From an optimization exercise on the open Yosys and OpenROAD flow, aimed at a short achievable clock period and few clock cycles; shortcuts taken in it are not production practice. In this exercise RTL edits were held to simulation tests only and were not proved equivalent to the original.

**flow/flow/run.sh**
```bash
#!/bin/bash
# The standard ORFS layout (the standard.sh), with repair_timing asked to
# keep a setup margin: the I/O delays are fixed at 30 ns, so at the 150 ns
# clock every path has a large positive slack and the resizer would otherwise
# leave the critical paths alone.
set -euo pipefail
bash standard.sh SETUP_SLACK_MARGIN=118.5 finish > standard_make.log 2>&1
```
**flow/standard.sh**
```bash
#!/bin/bash
# synth_recipe.tcl (not shown) runs the flow's synth.tcl, then flattens the netlist and writes it again
# the make line also repeats each setting of config.mk as NAME=value (left out here)
make -C /OpenROAD-flow-scripts/flow DESIGN_CONFIG=/design/flow/config.mk WORK_HOME=/design/flow/orfs CLKGATE_MAP_FILE= SYNTH_SCRIPT=/design/flow/synth_recipe.tcl "${@:-finish}"
```
**flow/config.mk**
```make
export PLATFORM = sky130hd
export DESIGN_NAME = processor
export DESIGN_NICKNAME = processor
export VERILOG_FILES = /design/flow/design.v
export SDC_FILE = /design/flow/constraint.sdc
export NUM_CORES = 4
export LEC_CHECK = 0
export CAP_MARGIN = 20
export CORE_MARGIN = 2
export CORE_UTILIZATION = 40
export SLEW_MARGIN = 20
export SYNTH_HIERARCHICAL = 1
```
**flow/constraint.sdc**
```tcl
create_clock -name core_clock -period 150.0 [get_ports {clk}]
set_input_delay 30.0000 -clock core_clock [delete_from_list [all_inputs] [get_ports {clk}]]
set_output_delay 30.0000 -clock core_clock [all_outputs]
set_load 0.01 [all_outputs]
```
**flow/design.v**
```verilog
`default_nettype none
module processor( input         clk, reset,
                  output [31:0] PC,
                  input  [31:0] instruction,
                  output        WE,
                  output [31:0] address_to_mem,
                  output [31:0] data_to_mem,
                  input  [31:0] data_from_mem
                );
    reg  [31:0] pca_q, pcb_q;   
    reg         pcsel_q;
    reg         pcselo_q;       
    reg  [12:0] ad_lo;
    reg  [19:0] ad_hi, ad_hp, ad_hm;
    reg         ad_s;           
    reg         mc_q;           
    reg         s2_v;           
    reg         s2_wen;         
    reg  [3:0]  s2_k;
    reg  [4:0]  s2_rd;
    reg  [31:0] s2_a, s2_b;
    reg  [31:0] sd_q;           
    reg         we_q;
    reg         d_rem, d_first;
    reg  [31:0] d_r, d_q;
    reg  [1:0]  d_idx;          
    wire [31:0] pc_cur;
    rv_pcmux pcmux_int ( .sel(pcsel_q), .a(pca_q), .b(pcb_q), .y(pc_cur) );
    rv_pcmux pcmux_out ( .sel(pcselo_q), .a(pca_q), .b(pcb_q), .y(PC) );
    assign WE = we_q;
    assign data_to_mem = sd_q;
    wire [31:0] pc4 = pc_cur + 32'd4;
    wire [31:0] sum;
    rv_addr addr_inst ( .lo(ad_lo), .hi(ad_hi), .hp(ad_hp), .hm(ad_hm), .s(ad_s), .y(sum) );
    assign address_to_mem = sum;
    wire [31:0] o_r, o_q, d_res;
    wire [1:0]  n_idx;
    wire        d_done;
    rv_div div_inst ( .a(s2_a), .b(s2_b), .rem(d_rem), .first(d_first),
                      .r_in(d_r), .q_in(d_q), .idx_in(d_idx),
                      .r_next(o_r), .q_next(o_q), .idx_next(n_idx),
                      .done(d_done), .res(d_res) );
    wire [31:0] s2_res;
    rv_alu alu_inst ( .k(s2_k), .a(s2_a), .b(s2_b), .pc4(pc4), .div_res(d_res),
                      .res(s2_res) );
    wire s2_isdiv = s2_v && s2_k == 4'd7;
    wire stall    = s2_isdiv && !d_done;
    wire s2_write = s2_v && s2_wen && !stall;
    wire [1023:0] rf_flat;
    assign rf_flat[31:0] = 32'd0;
    genvar gi;
    generate
        for (gi = 1; gi < 32; gi = gi + 1) begin : g_rf
            reg [31:0] r;
            always @(posedge clk)
                if (s2_write && s2_rd == gi) r <= s2_res;
            assign rf_flat[gi*32 +: 32] = r;
        end
    endgenerate
    always @(posedge clk or posedge reset) begin
        if (reset) d_first <= 1'b0;
        else       d_first <= !stall;     
    end
    always @(posedge clk) begin
        if (stall) begin
            d_r   <= o_r;
            d_q   <= o_q;
            d_idx <= n_idx;
        end
    end
    wire [31:0] tgt, seq, n_a, n_b, rv2;
    wire [12:0] n_adlo;
    wire [19:0] n_adhi, n_adhp, n_adhm;
    wire        n_ads;
    wire        first, n_v, n_wen, we_n, take, take_o;
    wire [3:0]  n_k;
    rv_stage1 st1_inst ( .instruction(instruction), .rf(rf_flat), .pc(pc_cur), .pc4(pc4),
                         .mc(mc_q), .fw_en(s2_write), .fw_rd(s2_rd), .fw_val(s2_res),
                         .data_from_mem(data_from_mem), .jalr_tgt(sum),
                         .tgt(tgt), .seq(seq), .first(first), .n_v(n_v), .n_wen(n_wen),
                         .n_k(n_k), .n_a(n_a), .n_b(n_b), .rv2(rv2),
                         .n_adlo(n_adlo), .n_adhi(n_adhi), .n_adhp(n_adhp), .n_adhm(n_adhm),
                         .n_ads(n_ads), .we_n(we_n) );
    rv_take take_inst ( .instruction(instruction), .rf(rf_flat), .fw_en(s2_write),
                        .fw_rd(s2_rd), .fw_val(s2_res), .stall(stall), .take(take),
                        .take_o(take_o) );
    wire hold = stall | first;
    always @(posedge clk or posedge reset) begin
        if (reset) begin
            pca_q   <= 32'd0;
            pcb_q   <= 32'd0;
            pcsel_q <= 1'b0;
            pcselo_q <= 1'b0;
        end else begin
            pca_q   <= hold ? pc_cur : tgt;
            pcb_q   <= hold ? pc_cur : seq;
            pcsel_q <= take;            
            pcselo_q <= take_o;
        end
    end
    always @(posedge clk or posedge reset) begin
        if (reset) begin
            mc_q <= 1'b0;
            s2_v <= 1'b0;
            we_q <= 1'b0;
        end else if (!stall) begin
            mc_q <= first;
            s2_v <= n_v;
            we_q <= we_n;
        end
    end
    always @(posedge clk) begin
        if (!stall) begin
            s2_wen <= n_wen;
            s2_k   <= n_k;
            s2_rd  <= instruction[11:7];
            s2_a   <= n_a;
            s2_b   <= n_b;
            d_rem  <= instruction[13];
        end
    end
    always @(posedge clk) begin
        sd_q   <= rv2;
        ad_lo  <= n_adlo;
        ad_hi  <= n_adhi;
        ad_hp  <= n_adhp;
        ad_hm  <= n_adhm;
        ad_s   <= n_ads;
    end
endmodule
module rv_stage1 ( input  [31:0]   instruction,
                   input  [1023:0] rf,
                   input  [31:0]   pc, pc4,
                   input           mc,
                   input           fw_en,
                   input  [4:0]    fw_rd,
                   input  [31:0]   fw_val,
                   input  [31:0]   data_from_mem,
                   input  [31:0]   jalr_tgt,
                   output [31:0]   tgt, seq,
                   output          first,
                   output reg      n_v, n_wen,
                   output reg [3:0]  n_k,
                   output reg [31:0] n_a, n_b,
                   output [31:0]   rv2,
                   output [12:0]   n_adlo,
                   output [19:0]   n_adhi, n_adhp, n_adhm,
                   output          n_ads,
                   output          we_n );
    wire [6:0] op  = instruction[6:0];
    wire [2:0] f3  = instruction[14:12];
    wire [6:0] f7  = instruction[31:25];
    wire [4:0] rd  = instruction[11:7];
    wire [4:0] ra1 = instruction[19:15];
    wire [4:0] ra2 = instruction[24:20];
    wire is_r    = op == 7'b0110011;
    wire is_addi = op == 7'b0010011;
    wire is_br   = op == 7'b1100011;
    wire is_lw   = op == 7'b0000011;
    wire is_sw   = op == 7'b0100011;
    wire is_lui  = op == 7'b0110111;
    wire is_jal  = op == 7'b1101111;
    wire is_jalr = op == 7'b1100111;
    wire is_aui  = op == 7'b0010111;
    wire [31:0] imm_i = {{20{instruction[31]}}, instruction[31:20]};
    wire [31:0] imm_s = {{20{instruction[31]}}, instruction[31:25], instruction[11:7]};
    wire [31:0] imm_b = {{20{instruction[31]}}, instruction[7], instruction[30:25], instruction[11:8], 1'b0};
    wire [31:0] imm_u = {instruction[31:12], 12'd0};
    wire [31:0] imm_j = {{12{instruction[31]}}, instruction[19:12], instruction[20], instruction[30:21], 1'b0};
    wire fw1 = fw_en && fw_rd == ra1;
    wire fw2 = fw_en && fw_rd == ra2;
    wire [31:0] rr1, rr2;
    rv_rdport rp1 ( .ra(ra1), .rf(rf), .v(rr1) );
    rv_rdport rp2 ( .ra(ra2), .rf(rf), .v(rr2) );
    wire [31:0] rv1 = fw1 ? fw_val : rr1;
    assign      rv2 = fw2 ? fw_val : rr2;
    wire [31:0] tgt_j, tgt_b;
    rv_add32 tgtj_inst ( .a(pc), .b(imm_j), .y(tgt_j) );
    rv_add32 tgtb_inst ( .a(pc), .b(imm_b), .y(tgt_b) );
    assign tgt = is_jal ? tgt_j : tgt_b;
    wire [11:0] adb = is_sw ? imm_s[11:0] : imm_i[11:0];
    rv_add12 adlo_inst ( .a(rv1[11:0]), .b(adb), .y(n_adlo) );
    rv_incdec hi_inst ( .a(rv1[31:12]), .p(n_adhp), .m(n_adhm) );
    assign n_adhi = rv1[31:12];
    assign n_ads  = adb[11];
    wire two = is_lw | is_sw | is_jalr;      
    assign first = two & !mc;                
    wire jalr2 = is_jalr & mc;
    assign seq = jalr2 ? jalr_tgt : pc4;
    assign we_n = is_sw & !mc;
    wire mdiv = f7 == 7'b0000001;
    always @(*) begin
        n_v = 1'b1; n_wen = rd != 5'd0; n_k = 4'd0; n_a = rv1; n_b = rv2;
        if (is_r) begin
            if (mdiv) n_k = 4'd7;
            else case (f3)
                3'b000:  n_k = f7[5] ? 4'd1 : 4'd0;
                3'b111:  n_k = 4'd2;
                3'b010:  n_k = 4'd3;
                3'b001:  n_k = 4'd4;
                3'b101:  n_k = f7[5] ? 4'd6 : 4'd5;
                default: n_k = 4'd0;
            endcase
        end else if (is_addi) begin
            n_b = imm_i;
        end else if (is_lui) begin
            n_k = 4'd8; n_a = imm_u;
        end else if (is_aui) begin
            n_a = pc; n_b = imm_u;
        end else if (is_jal) begin
            n_k = 4'd8; n_a = pc4;
        end else if (is_jalr) begin
            n_k = 4'd10; n_b = imm_i;
            if (mc) n_v = 1'b0;
        end else if (is_lw) begin
            n_k = 4'd9; n_b = imm_i; n_wen = 1'b0;
            if (mc) begin n_k = 4'd8; n_a = data_from_mem; n_wen = rd != 5'd0; end
        end else if (is_sw) begin
            n_k = 4'd9; n_b = imm_s; n_wen = 1'b0;
            if (mc) n_v = 1'b0;
        end else begin
            n_v = 1'b0;
        end
    end
endmodule
module rv_take ( input  [31:0]   instruction,
                 input  [1023:0] rf,
                 input           fw_en,
                 input  [4:0]    fw_rd,
                 input  [31:0]   fw_val,
                 input           stall,
                 output          take, take_o );
    wire [6:0] op  = instruction[6:0];
    wire [2:0] f3  = instruction[14:12];
    wire [4:0] ra1 = instruction[19:15];
    wire [4:0] ra2 = instruction[24:20];
    wire fw1 = fw_en && fw_rd == ra1;
    wire fw2 = fw_en && fw_rd == ra2;
    wire go  = !stall;
    wire beq = go && op == 7'b1100011 && f3 == 3'b000;
    wire blt = go && op == 7'b1100011 && f3 == 3'b100;
    wire [7:0] m;
    assign m[0] = go && op == 7'b1101111;      
    assign m[1] = beq & !fw1 & !fw2;           
    assign m[2] = blt & !fw1 & !fw2;           
    assign m[3] = beq &  fw1 & !fw2;           
    assign m[4] = blt &  fw1 & !fw2;           
    assign m[5] = beq & !fw1 &  fw2;           
    assign m[6] = blt & !fw1 &  fw2;           
    assign m[7] = beq &  fw1 &  fw2;           
    wire [31:0] v1, v2;
    rv_rdport rp1 ( .ra(ra1), .rf(rf), .v(v1) );
    rv_rdport rp2 ( .ra(ra2), .rf(rf), .v(v2) );
    rv_cmpsel cs ( .v1(v1), .v2(v2), .fw(fw_val), .m(m), .take(take) );
    assign take_o = take;
endmodule
module rv_cmpsel ( input [31:0] v1, v2, fw, input [7:0] m, output take );
    function [1:0] cmp_lt_eq;
        input [31:0] a, b;
        reg   [31:0] lt, eq;
        integer w, i;
        begin
            lt = ~a & b;
            lt[31] = a[31] & ~b[31];
            eq = ~(a ^ b);
            for (w = 1; w < 32; w = w * 2)
                for (i = 0; i < 32; i = i + 2 * w) begin
                    lt[i] = lt[i + w] | (eq[i + w] & lt[i]);
                    eq[i] = eq[i + w] & eq[i];
                end
            cmp_lt_eq = {lt[0], eq[0]};
        end
    endfunction
    wire [1:0] c_rr = cmp_lt_eq(v1, v2);
    wire [1:0] c_fr = cmp_lt_eq(fw, v2);
    wire [1:0] c_rf = cmp_lt_eq(v1, fw);
    assign take = m[0] | (m[1] & c_rr[0]) | (m[2] & c_rr[1]) |
                  (m[3] & c_fr[0]) | (m[4] & c_fr[1]) |
                  (m[5] & c_rf[0]) | (m[6] & c_rf[1]) | m[7];
endmodule
module rv_pcmux ( input sel, input [31:0] a, b, output [31:0] y );
    assign y = sel ? a : b;
endmodule
module rv_add32 ( input [31:0] a, b, output [31:0] y );
    assign y = a + b;
endmodule
module rv_add12 ( input [11:0] a, b, output [12:0] y );
    assign y = {1'b0, a} + {1'b0, b};
endmodule
module rv_incdec ( input [19:0] a, output [19:0] p, m );
    assign p = a + 20'd1;
    assign m = a - 20'd1;
endmodule
module rv_rdport ( input [4:0] ra, input [1023:0] rf, output [31:0] v );
    assign v = rf[ra*32 +: 32];
endmodule
module rv_addr ( input [12:0] lo, input [19:0] hi, hp, hm, input s, output [31:0] y );
    assign y[11:0]  = lo[11:0];
    assign y[31:12] = (lo[12] & !s) ? hp : (!lo[12] & s) ? hm : hi;
endmodule
module rv_alu ( input [3:0] k, input [31:0] a, b, pc4, div_res, output reg [31:0] res );
    wire [31:0] sum  = a + b;
    wire [31:0] diff = a - b;
    wire        slt  = $signed(a) < $signed(b);
    wire        big  = |b[31:5];
    wire signed [31:0] as = a;
    wire [31:0] shl  = big ? 32'd0 : (a << b[4:0]);
    wire [31:0] shr  = big ? 32'd0 : (a >> b[4:0]);
    wire [31:0] sra0 = as >>> b[4:0];
    wire [31:0] sra  = big ? {32{a[31]}} : sra0;
    always @(*) begin
        case (k)
            4'd0:  res = sum;
            4'd1:  res = diff;
            4'd2:  res = a & b;
            4'd3:  res = {31'd0, slt};
            4'd4:  res = shl;
            4'd5:  res = shr;
            4'd6:  res = sra;
            4'd7:  res = div_res;
            4'd10: res = pc4;
            default: res = a;
        endcase
    end
endmodule
module rv_div ( input  [31:0] a, b,
                input         rem, first,
                input  [31:0] r_in, q_in,
                input  [1:0]  idx_in,
                output [31:0] r_next, q_next,
                output [1:0]  idx_next,
                output        done,
                output [31:0] res );
    wire        sa = a[31];
    wire        sb = b[31];
    wire [31:0] mag_a = sa ? -a : a;
    wire [31:0] mag_b = sb ? -b : b;
    wire [31:0] bx = b ^ {32{sb}};
    wire [33:0] mag_b3 = {2'b00, bx} + {1'b0, bx, 1'b0} + {32'd0, sb, sb};
    function [35:0] r16;        
        input [31:0] r;
        input [3:0]  nib;
        input [31:0] bb;
        input [33:0] b3;
        reg   [36:0] rn, y;
        reg   [36:0] m0, m1;
        reg   [15:0] ge;
        reg   [31:0] ro;
        reg   [3:0]  q;
        integer k;
        begin
            rn = ~{1'b0, r, nib};               
            ge = 16'd1;
            ro = {r[27:0], nib};
            q  = 4'd0;
            for (k = 1; k < 16; k = k + 1) begin
                case (k[3:2])
                    2'd0: m0 = 37'd0;
                    2'd1: m0 = {3'd0, bb, 2'd0};
                    2'd2: m0 = {2'd0, bb, 3'd0};
                    default: m0 = {1'b0, b3, 2'd0};
                endcase
                case (k[1:0])
                    2'd0: m1 = 37'd0;
                    2'd1: m1 = {5'd0, bb};
                    2'd2: m1 = {4'd0, bb, 1'b0};
                    default: m1 = {3'd0, b3};
                endcase
                y = rn + m0 + m1;               
                ge[k] = y[36];                  
            end
            for (k = 1; k < 16; k = k + 1) begin
                case (k[3:2])
                    2'd0: m0 = 37'd0;
                    2'd1: m0 = {3'd0, bb, 2'd0};
                    2'd2: m0 = {2'd0, bb, 3'd0};
                    default: m0 = {1'b0, b3, 2'd0};
                endcase
                case (k[1:0])
                    2'd0: m1 = 37'd0;
                    2'd1: m1 = {5'd0, bb};
                    2'd2: m1 = {4'd0, bb, 1'b0};
                    default: m1 = {3'd0, b3};
                endcase
                y = rn + m0 + m1;
                if (ge[k] && (k == 15 || !ge[(k + 1) % 16])) begin
                    ro = ~y[31:0];
                    q  = k;
                end
            end
            r16 = {q, ro};
        end
    endfunction
    wire        t1 = (mag_a >> 8)  < mag_b;
    wire        t2 = (mag_a >> 16) < mag_b;
    wire        t3 = (mag_a >> 24) < mag_b;
    wire [31:0] b_r    = first ? {8'd0, mag_a[31:8]} : r_in;
    wire [7:0]  b_byte = first ? mag_a[7:0] : mag_a[{idx_in, 3'd0} +: 8];
    wire [23:0] b_q    = first ? 24'd0 : q_in[23:0];
    wire [35:0] dg1 = r16(b_r, b_byte[7:4], mag_b, mag_b3);
    wire [35:0] dg2 = r16(dg1[31:0], b_byte[3:0], mag_b, mag_b3);
    wire [31:0] o_r = dg2[31:0];
    wire [7:0]  qb  = {dg1[35:32], dg2[35:32]};
    wire [31:0] o_q = {b_q, qb};
    reg  [31:0] f_r;
    reg  [1:0]  f_idx;
    always @(*) begin
        if (t2)      begin f_r = {16'd0, mag_a[31:16]}; f_idx = 2'd1; end
        else if (t3) begin f_r = {24'd0, mag_a[31:24]}; f_idx = 2'd2; end
        else         begin f_r = 32'd0;                 f_idx = 2'd3; end
    end
    assign r_next   = first ? f_r : o_r;
    assign q_next   = first ? 32'd0 : o_q;
    assign idx_next = first ? f_idx : idx_in - 2'd1;
    wire   bz      = b == 32'd0;
    assign done    = bz | (first ? t1 : idx_in == 2'd0);
    wire [23:0] nbq = -b_q;
    wire [7:0]  nqb = -qb;
    wire [31:0] neg_q = {(qb == 8'd0) ? nbq : ~b_q, nqb};
    wire [31:0] neg_r = -o_r;
    assign res = bz  ? (rem ? a : 32'hffffffff) :
                 rem ? (sa ? neg_r : o_r) :
                       ((sa ^ sb) ? neg_q : o_q);
endmodule
`default_nettype wire
```
==> results_dict.tcl, run 1 <==
set metrics [dict create \
    status "finished clean" \
    final-max-slew-violation-count 0 \
    tightest_slew_ps 1350 \
    start_util 0.402 \
    synth_area_per_cell_sq_um 8.60 \
    critPathMaxStageDelay_ps 420 \
    cts_tree "built" \
    core_area_sq_um 403000 \
    path_class "in -> reg" \
    cp_slowest_cell "mux2_4" \
    die_area_sq_um 410000 \
    clock_latency_ps 870 \
    min_period_ps 32690 \
    crit_fanout 7 \
    layout.nets 21000 \
    die_y_microns 640 \
    timing.final.crit_share 0.218 \
    overflow 0 \
    fill_cells 37500 \
    dpl.hpwl_microns 562000 \
    clock_path_buffers 4 \
    worstSetupEndpointType "register" \
    syn-cell-area_sq_um 162000 \
    final_layout_size_suffix_gt1_frac 0.154 \
    wire_per_inst_microns 35.4 \
    tns_ps 0 \
    hold_violations 0 \
    vias 176000 \
    track_usage 0.409 \
    htree_num_levels 4 \
    finalSetupViolCount 0 \
    dieWidth_microns 640 \
    place_congestion 1.11 \
    fin_util 0.483 \
    dr.pass1.iters 13 \
    clock_sinks 1301 \
    cts-root-buf "clkbuf_16" \
    syn_to_final_growth_pct 20.2 \
    hold_buffers 0 \
    slew_headroom 0.0784 \
    skew_ps 50.8 \
    min_path_type "reg -> reg" \
    grt_pass1_vias 159000 \
    grt_pass1_wl_microns 1210000 \
    vias_per_cell 6.98 \
    postRouteAntennaNets 0 \
    drtIter0Drc 26400 \
    portBuffers 162 \
    clk_pin_slew_worst_paths_ps 70 \
    detail_route.drc_violations 0 \
    start_kind "input pin" \
    crit_chain "buf_12, buf_12, and2_4, buf_12, buf_16, buf_4, buf_6, buf_6, buf_16, buf_8, buf_8, a21oi_4, a31oi_4, nand3_4, mux2_4, buf_6, nor2_4, nand3_4, nor4_4, xor2_1" \
    rsz0062_at_grt "yes" \
    fp-row-count 233 \
    grt_max_degree 103 \
    cap_violations 0 \
    yosysWarningCount 11 \
    arrival_ps 33460 \
    antenna_found_initial 77 \
    numCtsBuffers 152 \
    syn_inst 18800 \
    fmax_ghz 0.0306 \
    routed_wl_microns 891000 \
    required_ps 150760 \
    boundaryPins 163 \
]
[metrics by stage]
step | instances | area (sq um) | hold WS, ps | setup slack [ps]
after floorplan | 19000 | 164000 | 550 | 117390
after global placement | 24000 | 172000 | 585 | 114180
after detailed placement | 24000 | 172000 | 586 | 114130
after CTS | 24900 | 190000 | 599 | 117520
after global routing | 25100 | 194000 | 604 | 117340
final | 25200 | 195000 | 611 | 117310
[timing repair]
| action | 4_1_cts | 5_1_grt |
|---|---|---|
| hold endpoints to repair | 0 | 0 |
| setup endpoints to repair | 337 | 273 |
| cloned | 158 | 12 |
| buffers inserted | 478 | 187 |
| pin swaps | 267 | 274 |
| gates resized for setup | 1528 | 457 |
[layout by cell type (no fill, tap or decap), types with 367 or more instances in the layout]
cell type	instances
mux2i_1	2184
a21oi_1	1599
nand2_1	1570
ha_1	1207
edfxtp_1	1125
nor2_1	952
buf_4	836
o21ai_0	778
nand3_1	595
xnor2_1	591
inv_1	491
a21o_1	491
a22oi_1	447
xor2_1	446
nor3_1	367
[final timing paths]
| check | start | to | slack (ps) | depth (start not counted) |
|---|---|---|---|---|
| max reg2reg | s2_b[31] | pcsel_q | 120750 | 103 |
| max | instruction[17] | ad_hm[11] | 117310 | 20 |
| min | we_q | we_q | 610 | 1 |
| min in group asynchronous | reset | pcb_q[3] | 29640 | 2 |
| max in group asynchronous | reset | pca_q[22] | 119070 | 3 |
| min reg2reg | we_q | we_q | 610 | 1 |
[critical path: cells and delay by family]
family | cells | cell delay (ps)
xor gates and xnor gates | 1 | 260
and+or+nand+nor | 5 | 1040
buffers and inverters | 11 | 1460
muxes | 1 | 420
AOI/OAI and AO/OA | 2 | 230
[state kept, by name, summed over array words and instances (netlist names), 24 cells and up]
register	flops
d_q	24
d_r	32
g_rf.r	992
pca_q	32
pcb_q	32
s2_a	32
s2_b	32
sd_q	32
[layout make-up]
type | instances | area, sq um | share of cell area
diodes | 85 | 213 | 0.00109
clock buffers | 181 | 4010 | 0.0206
clock inverters | 79 | 906 | 0.00466
inverters | 533 | 2010 | 0.0103
multi-input cells | 16000 | 123000 | 0.632
flip-flops and latches | 1301 | 37700 | 0.194
well taps | 5405 | 6760 | 0.0348
repair buffers | 1576 | 20000 | 0.103
[metal layers]
metal  part of all wire  GRT usage
met3               0.14      0.147
met2               0.39      0.576
met4               0.12      0.388
met5            0.00047    0.00331
met1               0.34      0.478
Testbench counts, summed over its fixed seeds: cycles 32,599.
==> run 2: changes to the inputs <==
--- a/flow/config.mk
+++ b/flow/config.mk
@@ -5,8 +5,8 @@
 export SDC_FILE = /design/flow/constraint.sdc
 export NUM_CORES = 4
 export LEC_CHECK = 0
-export CAP_MARGIN = 20
+export CAP_MARGIN = 40
 export CORE_MARGIN = 2
 export CORE_UTILIZATION = 40
-export SLEW_MARGIN = 20
+export SLEW_MARGIN = 40
 export SYNTH_HIERARCHICAL = 1
==> results_dict.tcl, run 2 <==
set metrics [dict create \
    path_class "in -> reg" \
    skew_ps 74.7 \
    r2r_setup_slack_ps 121200 \
    worstHoldStart "we_q" \
    start_kind "input pin" \
    start_util 0.402 \
    min_period_ps 32700 \
    fmax_ghz 0.0306 \
    arrival_ps 33440 \
    portBuffers 162 \
    grt_pass1_vias 159000 \
    clk_pin_slew_worst_paths_ps 70 \
    worstHoldPathCells 1 \
    synth_area_per_cell_sq_um 8.60 \
    cts_tree "built" \
    numCtsBuffers 153 \
    final_cell_mix "2194 x mux2i_1, 1588 x a21oi_1, 1576 x nand2_1" \
    instances_no_fill 25200 \
    crit_fanout 8 \
    routed_wl_microns 886000 \
    placedCellCount 24000 \
    vias 176000 \
    timing.final.crit_share 0.218 \
    wire_per_inst_microns 35.2 \
    htree_num_levels 4 \
    min_path_type "reg -> reg" \
    die_y_microns 640 \
    detail_route.drc_violations 0 \
    tightest_slew_ps 1080 \
    hold_violations 0 \
    whs_endpoint "we_q" \
    dieWidth_microns 640 \
    clock_path_buffers 4 \
    final_common_cell "mux2i_1" \
    finalSetupViolCount 0 \
    clock_sinks 1301 \
    overflow 0 \
    final_layout_size_suffix_gt1_frac 0.154 \
    fp-row-count 233 \
    largest_reg_flops 992 \
    drtIter0Drc 25800 \
    postRouteAntennaNets 0 \
    dpl.hpwl_microns 562000 \
    yosysWarningCount 11 \
    clock_latency_ps 890 \
    reg2reg_depth 101 \
    post-place-ws_ps 114130 \
    tns_ps 0 \
    hold_buffers 0 \
    cts-root-buf "clkbuf_16" \
    status "finished clean" \
    regMostFlops "g_rf.r" \
    layout.nets 20900 \
    r2r_end "ad_hm[14]" \
    place_congestion 1.11 \
    core_area_sq_um 403000 \
    syn_to_final_growth_pct 19.9 \
    rsz0062_at_grt "yes" \
    boundaryPins 163 \
    r2r-start "s2_b[31]" \
    syn_inst 18800 \
    worstSetupEndpointType "register" \
    hold_ws_ps 619 \
    required_ps 150740 \
    layout_setup_ws_ps 117300 \
    slew_headroom 0.275 \
    grt_max_degree 103 \
    cap_violations 0 \
    final-max-slew-violation-count 0 \
    vias_per_cell 6.99 \
    antenna_found_initial 73 \
    grt_pass1_wl_microns 1200000 \
    dr.pass1.iters 13 \
    syn-cell-area_sq_um 162000 \
    die_area_sq_um 410000 \
    track_usage 0.406 \
]
## run 2: cell count changes in the layout (fill, tap and decap cells not counted), sizes merged
| cell | change |
|---|---|
| and3 | +1 |
| diode | -1 |
| inv | +3 |
| clkinvlp | -1 |
| dlymetal6s2s | +5 |
| nand3 | +1 |
| buf | -45 |
| clkbuf | +13 |
| clkdlybuf4s15 | -12 |
| bufinv | -4 |
| dlygate4sd2 | +11 |
| bufbuf | +5 |
| clkinv | -5 |
## run 2: area by class of cell
type	instances	area, sq um
diodes	84	210
well taps	5405	6760
multi-input cells	16000	123000
clock inverters	72	783
fillers	37800	209000
flip-flops and latches	1301	37700
clock buffers	186	4140
repair buffers	1548	19700
inverters	533	2010
## run 2: how the worst max path moves through the flow
stage                          from  slack, ps   endpoint  cells past startpoint
floorplan           instruction[16]     117390  ad_hm[14]                     14
finish              instruction[15]     117300  ad_hm[17]                     21
global route        instruction[15]     117320  ad_hm[19]                     19
global placement    instruction[21]     114180    pcsel_q                     16
CTS                 instruction[17]     117520  ad_lo[12]                     17
detailed placement  instruction[21]     114130    pcsel_q                     17
## run 2: worst max-delay path, stage by stage
cell and delay [ps]:
buf_12 120, buf_16 140, buf_12 130, nor2_4 130, buf_12 180, buf_12 130, buf_4 110, buf_12 110
buf_16 140, buf_6 110, buf_6 100, a22o_1 160, nor3_2 50, a31oi_1 210, nand3_2 200, mux2_4 420
buf_6 170, nor2_4 170, nand3_4 210, nor3_4 220, xor2_1 220
## run 2: layer usage
layer	vias up	GRT usage	routed length [microns]	share of wire
met5	-	0	541	0.00061
met4	40	0.390	104000	0.12
met3	4648	0.138	123000	0.14
met2	14600	0.570	350000	0.39
met1	83000	0.479	308000	0.35
li1	73600	-	-	-
## run 2: timing repair
action | in CTS | in global routing
hold endpoints to repair | 0 | 0
gates resized for setup | 1406 | 444
setup endpoints to repair | 336 | 275
cloned | 154 | 13
buffers inserted | 444 | 182
pin swaps | 227 | 260
## run 2: stage by stage
step                cell area [sq um]   util
floorplan                      164000      -
global placement               172000  0.426
detailed placement             172000  0.427
CTS                            190000  0.472
global route                   194000  0.482
finish                         194000  0.482
==> run 3: changes to the inputs <==
==> flow/run.sh (new file) <==
#!/bin/bash
# synth_recipe.tcl (not shown) runs the flow's synth.tcl, then flattens the netlist and writes it again
# the make line also repeats each setting of config.mk as NAME=value (left out here)
make -C /OpenROAD-flow-scripts/flow DESIGN_CONFIG=/design/flow/config.mk WORK_HOME=/design/flow/orfs CLKGATE_MAP_FILE= SYNTH_SCRIPT=/design/flow/synth_recipe.tcl finish
--- a/flow/config.mk
+++ b/flow/config.mk
@@ -5,8 +5,8 @@
 export SDC_FILE = /design/flow/constraint.sdc
 export NUM_CORES = 4
 export LEC_CHECK = 0
-export CAP_MARGIN = 40
+export CAP_MARGIN = 20
 export CORE_MARGIN = 2
 export CORE_UTILIZATION = 40
-export SLEW_MARGIN = 40
+export SLEW_MARGIN = 20
 export SYNTH_HIERARCHICAL = 1
removed: flow/flow/run.sh
removed: flow/standard.sh
==> results_dict.tcl, run 3 <==
set metrics [dict create \
    status "finished clean" \
    htree_num_levels 4 \
    antenna_found_initial 102 \
    postCtsResizedCells 0 \
    start_kind "input pin" \
    crit_chain "buf_16, buf_4, buf_4, buf_4, buf_4, mux2i_1, a22o_1, nor3_1, a31oi_1, nand3_1, ha_1, nand4_1, nor3_1, nand4_1, o2111ai_1, a2111oi_2, nand4_1" \
    cts_tree "built" \
    fp-row-count 233 \
    synth_area_per_cell_sq_um 8.60 \
    tns_ps 0 \
    required_ps 150790 \
    dr.pass1.iters 8 \
    slew_headroom 0.133 \
    placedCellCount 24000 \
    fmax_ghz 0.0279 \
    final_common_cell "mux2i_1" \
    grt_max_degree 122 \
    tightest_slew_ps 1290 \
    skew_ps 70.1 \
    dpl.hpwl_microns 576000 \
    overflow 0 \
    core_area_sq_um 403000 \
    crit_fanout 121 \
    die_y_microns 640 \
    final_cell_mix "2251 x mux2i_1, 1662 x a21oi_1, 1600 x nand2_1" \
    postRouteAntennaNets 0 \
    vias 166000 \
    hold_violations 0 \
    layout.nets 20200 \
    worstHoldStart "ad_lo[11]" \
    syn-cell-area_sq_um 162000 \
    portBuffers 162 \
    worstSetupEndpointType "register" \
    syn_inst 18800 \
    finalSetupViolCount 0 \
    clock_sinks 1301 \
    timing.final.crit_share 0.239 \
    final-max-slew-violation-count 0 \
    die_area_sq_um 410000 \
    cp_slowest_cell "buf_4" \
    cap_violations 0 \
    numCtsBuffers 154 \
    instances_no_fill 24400 \
    r2r-start "s2_b[31]" \
    min_period_ps 35900 \
    clk_pin_slew_worst_paths_ps 60 \
    yosysWarningCount 11 \
    hold_buffers 0 \
    drtIter0Drc 25700 \
    clock_path_buffers 4 \
    grt_pass1_wl_microns 1130000 \
    grt_pass1_vias 151000 \
    vias_per_cell 6.82 \
    start_util 0.402 \
    startpoint "instruction[21]" \
    final_layout_size_suffix_gt1_frac 0.0795 \
    boundaryPins 163 \
    crit_path_frequent_cell "buf_4" \
    rsz0062_at_grt "no" \
    min_path_type "reg -> reg" \
    dieWidth_microns 640 \
    track_usage 0.378 \
    syn_to_final_growth_pct 8.52 \
    fill_cells 40100 \
    largest_reg_flops 992 \
    place_congestion 1.07 \
    arrival_ps 36700 \
    path_class "in -> reg" \
    post-cts-setup-buffer-count 0 \
    clock_latency_ps 880 \
    routed_wl_microns 815000 \
    detail_route.drc_violations 0 \
    critPathMaxStageDelay_ps 900 \
    regMostFlops "g_rf.r" \
    cts-root-buf "clkbuf_16" \
    wire_per_inst_microns 33.4 \
]
[run 3: changes by cell type in the layout (fill, tap and decap cells not counted), sizes merged, moves of 3 or more]
cell / previous run / this run
dlygate4sd2: 31 / 0
dlymetal6s2s: 5 / 0
and2b: 9 / 6
and2: 119 / 115
bufbuf: 74 / 0
clkdlybuf4s50: 34 / 158
buf: 1359 / 613
diode: 84 / 76
bufinv: 15 / 10
clkbuf: 209 / 201
clkdlybuf4s15: 22 / 0
[run 3: critical path: cells and delay by family]
family,cells,cell delay (ps)
buffers and inverters,5,3820
muxes,1,290
AOI/OAI and AO/OA,4,810
and+or+nand+nor,6,1200
adders and majority gates,1,350
[run 3: per-layer routing]
| metal | vias up | part of all wire | track usage |
|---|---|---|---|
| li1 | 71900 | - | - |
| met1 | 79900 | 0.39 | 0.493 |
| met2 | 11600 | 0.39 | 0.522 |
| met3 | 2711 | 0.15 | 0.139 |
| met4 | 62 | 0.074 | 0.242 |
| met5 | - | 0.00054 | 0.00354 |
[run 3: final timing paths]
check,endpoint,cells after the start,slack (ps)
max in group asynchronous,d_first,3,119210
min in group asynchronous,pcb_q[0],2,29400
max,pcsel_q,17,114100
min,pcb_q[11],3,630
min reg2reg,pcb_q[11],3,630
max reg2reg,ad_hp[19],100,120520
[run 3: final cells by class]
class | count | area [sq um] | area share
clock buffer | 201 | 4240 | 0.0241
tap | 5405 | 6760 | 0.0385
multi-input combinational | 16000 | 118000 | 0.671
antenna | 76 | 190 | 0.00108
sequential | 1301 | 37700 | 0.214
inverter | 533 | 2000 | 0.0114
clock inverter | 63 | 629 | 0.00358
timing repair buffer | 771 | 6390 | 0.0364
[run 3: stage by stage]
stage / utilization / hold WS, ps / worst slack, ps / area, sq um
final: 0.436 / 631 / 114100 / 176000
after global routing: 0.436 / 684 / 113760 / 176000
after CTS: 0.435 / 643 / 114200 / 175000
after detailed placement: 0.423 / 628 / 113280 / 171000
after global placement: 0.423 / 614 / 113370 / 171000
after floorplan: - / 550 / 117150 / 162000

-- what the ideal ports hide --
The results above use ideal ports. As a check the final layouts listed here were re-extracted and re-timed, cells and wires unchanged. Step 1 (the two cells are an assumption about what drives the block):
set clk [get_ports {clk}]
set_driving_cell -lib_cell sky130_fd_sc_hd__clkbuf_16 $clk
set_driving_cell -lib_cell sky130_fd_sc_hd__buf_2 [delete_from_list [all_inputs] $clk]
Step 2 times the ports against the registers' clock, not the clock port: input delays grow and output delays shrink by t, the midpoint of the rising clock arrivals with the driver on. Three values: ideal, step 1, step 2; two values: the first two.
run	shift t [ns]	slack for setup (ns)	pins driven straight from the clock port
run 1	0.945	117.306 / 117.122 / 116.178	1
run 2	0.955	117.300 / 117.108 / 116.154	1
run 3	0.972	114.096 / 113.912 / 112.940	1
After both steps every run listed still meets setup and hold. For run 3, which loses most, drivers alone change the setup slack by -0.184 ns; drivers and shift together by -1.156 ns.
